This design comes from an exercise in tuning for small area, a short achievable clock period and few clock cycles per item on the open sky130 flow, not from production work. Power and IR drop assume default switching activity.

run a:
==> flow/design.v <==
`timescale 1ns/100ps
module cache_controller (
    input clock,
    input reset,
    input read,
    input write,
    input [7:0] address,
    input [7:0] writedata,
    input mem_BUSY,
    input [31:0] mem_readdata,
    output reg [7:0] readdata,
    output reg mem_read, mem_write,
    output reg BUSY,
    output reg [5:0] mem_address,
    output reg [31:0] mem_writedata
);
    reg        cache_VALID [7:0];
    reg        cache_DIRTY [7:0];
    reg [2:0]  cache_TAG   [7:0];
    reg [31:0] cache_DATA  [7:0];
    integer i;
    wire [2:0] idx = address[4:2];
    wire       req = read | write;
    wire [7:0] line_oh = 8'd1 << idx;
    wire [3:0] byte_oh = 4'd1 << address[1:0];
    wire [8*37-1:0] lines;
    genvar g;
    generate
        for (g = 0; g < 8; g = g + 1) begin : g_line
            assign lines[37*g +: 37] = {cache_VALID[g], cache_DIRTY[g], cache_TAG[g], cache_DATA[g]};
        end
    endgenerate
    wire        VALID, DIRTY;
    wire [2:0]  TAG;
    wire [31:0] DATA;
    cache_sel #(.N(8), .W(37)) u_line (.sel(line_oh), .in(lines), .out({VALID, DIRTY, TAG, DATA}));
    wire        HIT   = VALID && (TAG == address[7:5]);
    reg st_rd, st_wb, done;
    wire idle = !(st_rd | st_wb | done);
    reg  [2:0] lidx;
    reg  [1:0] bsel;
    reg        wbyte;
    wire [7:0] cache_byte, mem_byte;
    cache_sel #(.N(4), .W(8)) u_cbyte (.sel(byte_oh), .in(DATA), .out(cache_byte));
    cache_sel #(.N(4), .W(8)) u_mbyte (.sel(byte_oh), .in(mem_readdata), .out(mem_byte));
    wire miss_clean = idle && req && !HIT && !DIRTY;
    wire miss_dirty = idle && req && !HIT && DIRTY;
    wire rd_next = miss_clean | (st_wb & !mem_BUSY) | (st_rd & mem_BUSY);
    wire wb_next = miss_dirty | (st_wb & mem_BUSY);
    always @(posedge clock or posedge reset) begin
        if (reset) begin
            st_rd <= 1'b0;
            st_wb <= 1'b0;
            done  <= 1'b0;
        end else begin
            st_rd <= rd_next;
            st_wb <= wb_next;
            done  <= (idle & req & HIT) | (st_rd & !mem_BUSY);
        end
    end
    always @(posedge clock) begin
        mem_read  <= !reset & rd_next;
        mem_write <= !reset & wb_next;
    end
    always @(posedge clock) begin
        BUSY <= st_rd ? mem_BUSY : !(idle & HIT);
        readdata <= st_rd ? mem_byte : cache_byte;
        mem_writedata <= DATA;
        lidx <= idx;
        bsel <= address[1:0];
        wbyte <= write & ((idle & req & HIT) | (st_rd & !mem_BUSY));
        mem_address[2:0] <= idx;
        mem_address[5:3] <= ((idle & DIRTY) | (st_wb & mem_BUSY)) ? TAG : address[7:5];
    end
    always @(posedge clock) begin
        if (reset) begin
            for (i = 0; i < 8; i = i + 1) begin
                cache_VALID[i] <= 1'b0;
                cache_DIRTY[i] <= 1'b0;
            end
        end else if (st_rd) begin
            cache_VALID[lidx] <= 1'b1;
            cache_DIRTY[lidx] <= 1'b0;
            cache_TAG[lidx]   <= address[7:5];
        end else if (wbyte) begin
            cache_DIRTY[lidx] <= 1'b1;
        end
    end
    always @(posedge clock) begin
        if (st_rd) begin
            cache_DATA[lidx] <= mem_readdata;
        end else if (wbyte) begin
            case (bsel)
                2'd0: cache_DATA[lidx][7:0]   <= writedata;
                2'd1: cache_DATA[lidx][15:8]  <= writedata;
                2'd2: cache_DATA[lidx][23:16] <= writedata;
                default: cache_DATA[lidx][31:24] <= writedata;
            endcase
        end
    end
endmodule
module cache_sel #(parameter N = 8, parameter W = 32) (
    input  [N-1:0]   sel,
    input  [N*W-1:0] in,
    output reg [W-1:0] out
);
    integer k;
    always @(*) begin
        out = {W{1'b0}};
        for (k = 0; k < N; k = k + 1)
            out = out | ({W{sel[k]}} & in[W*k +: W]);
    end
endmodule
==> flow/config.mk <==
export PLATFORM = sky130hd
export DESIGN_NAME = cache_controller
export DESIGN_NICKNAME = cache_controller
export VERILOG_FILES = /design/flow/design.v
export SDC_FILE = /design/flow/constraint.sdc
export NUM_CORES = 4
export LEC_CHECK = 0
export CAP_MARGIN = 20
export CORE_MARGIN = 2
export CORE_UTILIZATION = 60
export CTS_BUF_LIST = sky130_fd_sc_hd__clkbuf_8
export CTS_CLUSTER_DIAMETER = 50
export CTS_CLUSTER_SIZE = 15
export PLACE_DENSITY = 0.75
export SETUP_SLACK_MARGIN = 3.65
export SLEW_MARGIN = 20
export SYNTH_HIERARCHICAL = 1
export SYNTH_MINIMUM_KEEP_SIZE = 0
==> flow/constraint.sdc <==
create_clock -name core_clock -period 6.0 [get_ports {clock}]
set_input_delay 1.2000 -clock core_clock [delete_from_list [all_inputs] [get_ports {clock}]]
set_output_delay 1.2000 -clock core_clock [all_outputs]
set_load 0.01 [all_outputs]
standard.sh (not shown) runs the stock make flow with config.mk's settings and CLKGATE_MAP_FILE= SYNTH_SCRIPT=/design/flow/synth_recipe.tcl, a recipe that flattens the netlist after the stock synthesis.
==> flow/flow/run.sh <==
#!/bin/bash
# Standard layout, with the ports buffered by the smallest plain buffer instead of
# the delay cell buffer_ports picks by default.
cp standard.sh standard_sh_copy.log
export BUFFER_PORTS_ARGS="-buffer_cell sky130_fd_sc_hd__buf_1"
bash standard.sh > standard.log 2>&1
Having completed the whole flow, run a delivered a layout that passed the timing, design-rule and antenna checks.
Changes in run b relative to run a:
diff --git a/flow/design.v b/flow/design.v
--- a/flow/design.v
+++ b/flow/design.v
@@ -21,32 +21,34 @@
     integer i;
     wire [2:0] idx = address[4:2];
     wire       req = read | write;
     wire [7:0] line_oh = 8'd1 << idx;
     wire [3:0] byte_oh = 4'd1 << address[1:0];
-    wire [8*37-1:0] lines;
+    wire [8*39-1:0] lines;
     genvar g;
     generate
         for (g = 0; g < 8; g = g + 1) begin : g_line
-            assign lines[37*g +: 37] = {cache_VALID[g], cache_DIRTY[g], cache_TAG[g], cache_DATA[g]};
+            wire hit_g = cache_VALID[g] & (cache_TAG[g] == address[7:5]);
+            assign lines[39*g +: 39] = {hit_g, !hit_g & cache_DIRTY[g], !hit_g & !cache_DIRTY[g],
+                                        cache_DIRTY[g], cache_TAG[g], cache_DATA[g]};
         end
     endgenerate
-    wire        VALID, DIRTY;
+    wire        HIT, MISS_DIRTY, MISS_CLEAN, DIRTY;
     wire [2:0]  TAG;
     wire [31:0] DATA;
-    cache_sel #(.N(8), .W(37)) u_line (.sel(line_oh), .in(lines), .out({VALID, DIRTY, TAG, DATA}));
-    wire        HIT   = VALID && (TAG == address[7:5]);
+    cache_sel #(.N(8), .W(39)) u_line (.sel(line_oh), .in(lines),
+                                       .out({HIT, MISS_DIRTY, MISS_CLEAN, DIRTY, TAG, DATA}));
     reg st_rd, st_wb, done;
     wire idle = !(st_rd | st_wb | done);
     reg  [2:0] lidx;
     reg  [1:0] bsel;
     reg        wbyte;
-    wire [7:0] cache_byte, mem_byte;
-    cache_sel #(.N(4), .W(8)) u_cbyte (.sel(byte_oh), .in(DATA), .out(cache_byte));
-    cache_sel #(.N(4), .W(8)) u_mbyte (.sel(byte_oh), .in(mem_readdata), .out(mem_byte));
-    wire miss_clean = idle && req && !HIT && !DIRTY;
-    wire miss_dirty = idle && req && !HIT && DIRTY;
+    wire [7:0] rbyte;
+    cache_sel #(.N(8), .W(8)) u_rbyte (.sel({byte_oh & {4{st_rd}}, byte_oh & {4{!st_rd}}}),
+                                       .in({mem_readdata, DATA}), .out(rbyte));
+    wire miss_clean = idle && req && MISS_CLEAN;
+    wire miss_dirty = idle && req && MISS_DIRTY;
     wire rd_next = miss_clean | (st_wb & !mem_BUSY) | (st_rd & mem_BUSY);
     wire wb_next = miss_dirty | (st_wb & mem_BUSY);
     always @(posedge clock or posedge reset) begin
         if (reset) begin
             st_rd <= 1'b0;
@@ -62,17 +64,20 @@
         mem_read  <= !reset & rd_next;
         mem_write <= !reset & wb_next;
     end
     always @(posedge clock) begin
         BUSY <= st_rd ? mem_BUSY : !(idle & HIT);
-        readdata <= st_rd ? mem_byte : cache_byte;
+        readdata <= rbyte;
         mem_writedata <= DATA;
         lidx <= idx;
         bsel <= address[1:0];
         wbyte <= write & ((idle & req & HIT) | (st_rd & !mem_BUSY));
         mem_address[2:0] <= idx;
-        mem_address[5:3] <= ((idle & DIRTY) | (st_wb & mem_BUSY)) ? TAG : address[7:5];
+        if (idle)
+            mem_address[5:3] <= DIRTY ? TAG : address[7:5];
+        else if (!(st_wb & mem_BUSY))
+            mem_address[5:3] <= address[7:5];
     end
     always @(posedge clock) begin
         if (reset) begin
             for (i = 0; i < 8; i = i + 1) begin
                 cache_VALID[i] <= 1'b0;
Findings:
Run b ended with every stage complete and zero timing, DRC or antenna violations.
Diff run a and run b: synthesized area lower in run a
Diff run a..run b | met3 demand-to-capacity share in global routing | negligible
Side by side, combinational cell fraction of total power turned out lower in run b than in run a.
Cmp run b vs run a: area of all sequential standard cells higher in run b
The clock buffer and inverter area fraction after layout reported for run b is greater than that of run a by 0.29 points.
Effective utilization at floorplan was higher in the run labelled run a.
No run of this note included a check of the RTL's function; only the layout flow was run.


// cache_controller: RTL as listed in full above, without the edits since
Settings: LEC_CHECK=0, CAP_MARGIN=40, CORE_MARGIN=2, CORE_UTILIZATION=60, CTS_BUF_LIST=sky130_fd_sc_hd__clkbuf_8, CTS_CLUSTER_DIAMETER=50, CTS_CLUSTER_SIZE=15, PLACE_DENSITY=0.75, SETUP_SLACK_MARGIN=3.65, SLEW_MARGIN=60, SYNTH_HIERARCHICAL=1, SYNTH_MINIMUM_KEEP_SIZE=0; clock period 6.0 ns.
Scripts as last shown in full above: flow/flow/run.sh
Next try:
--- a/flow/design.v
+++ b/flow/design.v
@@ -38,13 +38,13 @@
     reg st_rd, st_wb, done;
     wire idle = !(st_rd | st_wb | done);
     reg  [2:0] lidx;
     reg  [1:0] bsel;
     reg        wbyte;
-    wire [7:0] cache_byte, mem_byte;
-    cache_sel #(.N(4), .W(8)) u_cbyte (.sel(byte_oh), .in(DATA), .out(cache_byte));
-    cache_sel #(.N(4), .W(8)) u_mbyte (.sel(byte_oh), .in(mem_readdata), .out(mem_byte));
+    wire [7:0] rbyte;
+    cache_sel #(.N(8), .W(8)) u_rbyte (.sel({byte_oh & {4{st_rd}}, byte_oh & {4{!st_rd}}}),
+                                       .in({mem_readdata, DATA}), .out(rbyte));
     wire miss_clean = idle && req && !HIT && !DIRTY;
     wire miss_dirty = idle && req && !HIT && DIRTY;
     wire rd_next = miss_clean | (st_wb & !mem_BUSY) | (st_rd & mem_BUSY);
     wire wb_next = miss_dirty | (st_wb & mem_BUSY);
     always @(posedge clock or posedge reset) begin
@@ -62,11 +62,11 @@
         mem_read  <= !reset & rd_next;
         mem_write <= !reset & wb_next;
     end
     always @(posedge clock) begin
         BUSY <= st_rd ? mem_BUSY : !(idle & HIT);
-        readdata <= st_rd ? mem_byte : cache_byte;
+        readdata <= rbyte;
         mem_writedata <= DATA;
         lidx <= idx;
         bsel <= address[1:0];
         wbyte <= write & ((idle & req & HIT) | (st_rd & !mem_BUSY));
         mem_address[2:0] <= idx;
After rerunning:
- non-clock buffer count went down by 14
- core utilization drops by 1.6 points
- count of clock-buffer cells in the layout stays the same
- final cell count falls by 1.7%
- design area shrinks by about 2.8%
- register-to-register slack gets worse by 0.02 ns
- clock power fell by about 3%
Function was not checked in any run of this note: the RTL went through the layout flow alone.


## the previous run
Another version of the RTL of cache_controller (not shown whole).
Size in the first run: roughly 720 cells after synthesis, ~350 flip-flops, about 14000 um^2 of cells after synthesis.
==> module cache_controller, before the edit <==
module cache_controller (
    input clock,
    input reset,
    input read,
    input write,
    input [7:0] address,
    input [7:0] writedata,
    input mem_BUSY,
    input [31:0] mem_readdata,
    output reg [7:0] readdata,
    output reg mem_read, mem_write,
    output reg BUSY,
    output reg [5:0] mem_address,
    output reg [31:0] mem_writedata
);
    reg        cache_VALID [7:0];
    reg        cache_DIRTY [7:0];
    reg [2:0]  cache_TAG   [7:0];
    reg [31:0] cache_DATA  [7:0];
    integer i;
    wire [2:0] idx = address[4:2];
    wire       req = read | write;
    wire        VALID = cache_VALID[idx];
    wire        DIRTY = cache_DIRTY[idx];
    wire [2:0]  TAG   = cache_TAG[idx];
    wire [31:0] DATA  = cache_DATA[idx];
    wire        HIT   = VALID && (TAG == address[7:5]);
    reg done;
    wire idle = !(mem_read | mem_write | done);
    wire [2:0] lidx = mem_address[2:0];
    reg  [1:0] bsel;
    reg        wr;
    reg  [7:0]  cache_byte, mem_byte;
    always @(*) begin
        case (address[1:0])
            2'd0: begin cache_byte = DATA[7:0];   mem_byte = mem_readdata[7:0];   end
            2'd1: begin cache_byte = DATA[15:8];  mem_byte = mem_readdata[15:8];  end
            2'd2: begin cache_byte = DATA[23:16]; mem_byte = mem_readdata[23:16]; end
            default: begin cache_byte = DATA[31:24]; mem_byte = mem_readdata[31:24]; end
        endcase
    end
    wire miss_clean = idle && req && !HIT && !DIRTY;
    wire miss_dirty = idle && req && !HIT && DIRTY;
    always @(posedge clock or posedge reset) begin
        if (reset) begin
            mem_read  <= 1'b0;
            mem_write <= 1'b0;
            done      <= 1'b0;
        end else begin
            mem_read  <= miss_clean | (mem_write & !mem_BUSY) | (mem_read & mem_BUSY);
            mem_write <= miss_dirty | (mem_write & mem_BUSY);
            done      <= (idle & req & HIT) | (mem_read & !mem_BUSY);
        end
    end
    always @(posedge clock) begin
        BUSY <= mem_read ? mem_BUSY : !(idle & HIT);
        readdata <= mem_read ? mem_byte : cache_byte;
        mem_writedata <= DATA;
        bsel <= address[1:0];
        wr <= write;
        mem_address[2:0] <= idx;
        mem_address[5:3] <= ((idle & DIRTY) | (mem_write & mem_BUSY)) ? TAG : address[7:5];
    end
    always @(posedge clock) begin
        if (reset) begin
            for (i = 0; i < 8; i = i + 1) begin
                cache_VALID[i] <= 1'b0;
                cache_DIRTY[i] <= 1'b0;
            end
        end else if (mem_read) begin
            cache_VALID[lidx] <= 1'b1;
            cache_DIRTY[lidx] <= 1'b0;
            cache_TAG[lidx]   <= address[7:5];
        end else if (done && wr) begin
            cache_DIRTY[lidx] <= 1'b1;
        end
    end
    always @(posedge clock) begin
        if (mem_read) begin
            cache_DATA[lidx] <= mem_readdata;
        end else if (done && wr) begin
            case (bsel)
                2'd0: cache_DATA[lidx][7:0]   <= writedata;
                2'd1: cache_DATA[lidx][15:8]  <= writedata;
                2'd2: cache_DATA[lidx][23:16] <= writedata;
                default: cache_DATA[lidx][31:24] <= writedata;
            endcase
        end
    end
endmodule
clock: 6.0 ns
lec_check: 0
cap_margin: 20
core_margin: 2
core_utilization: 60
cts_buf_list: sky130_fd_sc_hd__clkbuf_8
cts_cluster_diameter: 50
cts_cluster_size: 15
place_density: 0.75
setup_slack_margin: 3.65
slew_margin: 20
==> flow/flow/run.sh <==
#!/bin/bash
# Standard layout, with the ports buffered by a small plain buffer instead of
# the delay cell buffer_ports picks by default.
cp standard.sh standard_sh_copy.log
export BUFFER_PORTS_ARGS="-buffer_cell sky130_fd_sc_hd__buf_2"
bash standard.sh > standard.log 2>&1
Setup changes, the previous run to the current run
--- a/flow/design.v
+++ b/flow/design.v
@@ -27,6 +27,6 @@
     wire [31:0] DATA  = cache_DATA[idx];
     wire        HIT   = VALID && (TAG == address[7:5]);
-    reg done;
-    wire idle = !(mem_read | mem_write | done);
+    reg st_rd, st_wb, done;
+    wire idle = !(st_rd | st_wb | done);
     wire [2:0] lidx = mem_address[2:0];
     reg  [1:0] bsel;
@@ -43,23 +43,29 @@
     wire miss_clean = idle && req && !HIT && !DIRTY;
     wire miss_dirty = idle && req && !HIT && DIRTY;
+    wire rd_next = miss_clean | (st_wb & !mem_BUSY) | (st_rd & mem_BUSY);
+    wire wb_next = miss_dirty | (st_wb & mem_BUSY);
     always @(posedge clock or posedge reset) begin
         if (reset) begin
-            mem_read  <= 1'b0;
-            mem_write <= 1'b0;
-            done      <= 1'b0;
+            st_rd <= 1'b0;
+            st_wb <= 1'b0;
+            done  <= 1'b0;
         end else begin
-            mem_read  <= miss_clean | (mem_write & !mem_BUSY) | (mem_read & mem_BUSY);
-            mem_write <= miss_dirty | (mem_write & mem_BUSY);
-            done      <= (idle & req & HIT) | (mem_read & !mem_BUSY);
+            st_rd <= rd_next;
+            st_wb <= wb_next;
+            done  <= (idle & req & HIT) | (st_rd & !mem_BUSY);
         end
     end
     always @(posedge clock) begin
-        BUSY <= mem_read ? mem_BUSY : !(idle & HIT);
-        readdata <= mem_read ? mem_byte : cache_byte;
+        mem_read  <= !reset & rd_next;
+        mem_write <= !reset & wb_next;
+    end
+    always @(posedge clock) begin
+        BUSY <= st_rd ? mem_BUSY : !(idle & HIT);
+        readdata <= st_rd ? mem_byte : cache_byte;
         mem_writedata <= DATA;
         bsel <= address[1:0];
         wr <= write;
         mem_address[2:0] <= idx;
-        mem_address[5:3] <= ((idle & DIRTY) | (mem_write & mem_BUSY)) ? TAG : address[7:5];
+        mem_address[5:3] <= ((idle & DIRTY) | (st_wb & mem_BUSY)) ? TAG : address[7:5];
     end
     always @(posedge clock) begin
@@ -69,5 +75,5 @@
                 cache_DIRTY[i] <= 1'b0;
             end
-        end else if (mem_read) begin
+        end else if (st_rd) begin
             cache_VALID[lidx] <= 1'b1;
             cache_DIRTY[lidx] <= 1'b0;
@@ -78,5 +84,5 @@
     end
     always @(posedge clock) begin
-        if (mem_read) begin
+        if (st_rd) begin
             cache_DATA[lidx] <= mem_readdata;
         end else if (done && wr) begin
Notes after the runs:
- The final layouts of the current run and the previous run pass the timing, design-rule and antenna checks.
- Utilization delta for the current run relative to the previous run: 2.4 points higher
- Comparing the previous run against the current run, there is no change at all in total of endpoints with negative setup slack in the final report.
- Comparing the current run and the previous run, wire length of the first global-routing pass is lower on the previous run.
- The transition time at the pin with the least slew margin of the current run falls short of that of the previous run by 0.0085 ns.
- When the current run is measured against the previous run, its number of distinct library cells after synthesis turns out 12% lower.
Function was not checked in any run of this note: the RTL went through the layout flow alone.

==> afterwards: timing with drivers on the ports <==
In the flow no input, the clock included, has a driving cell. The finished layouts below were timed again as built, in two steps. Step 1 (the two cells are an assumption about what drives the block):
set clk [get_ports {clock}]
set_driving_cell -lib_cell sky130_fd_sc_hd__clkbuf_16 $clk
set_driving_cell -lib_cell sky130_fd_sc_hd__buf_2 [delete_from_list [all_inputs] $clk]
Step 2 moves the port delays by t, midway between the first and last clock arrival at a register: inputs arrive t later, outputs are due t later. That takes back most of the time a late clock gives input paths. Slacks: no drivers / after step 1 / after step 2; pairs: no drivers / after step 1.
| run | t (ns) | slack for setup (ns) | slew at the worst register clock pin (ns) | worst data-port slew with drivers (ns) |
|---|---|---|---|---|
| run a | 0.642 | 3.610 / 3.559 / 2.917 | 0.10 / 0.10 | 0.20 |
| run b | 0.635 | 3.564 / 3.586 / 2.951 | 0.10 / 0.10 | 0.07 |
| the first run of note 2 | 0.632 | 3.581 / 3.529 / 2.897 | 0.10 / 0.10 | 0.11 |
| the second run of note 2 | 0.625 | 3.611 / 3.610 / 2.984 | 0.10 / 0.10 | 0.07 |
| the previous run | 0.643 | 3.587 / 3.548 / 2.918 | 0.10 / 0.10 | 0.16 |
| the current run | 0.567 | 3.629 / 3.247 / 2.680 | 0.10 / 0.10 | 0.49 |
After both steps setup and hold are still met in every run listed. The setup slack of the current run, which loses most, moves by -0.382 ns with the drivers and by -0.949 ns with both steps.
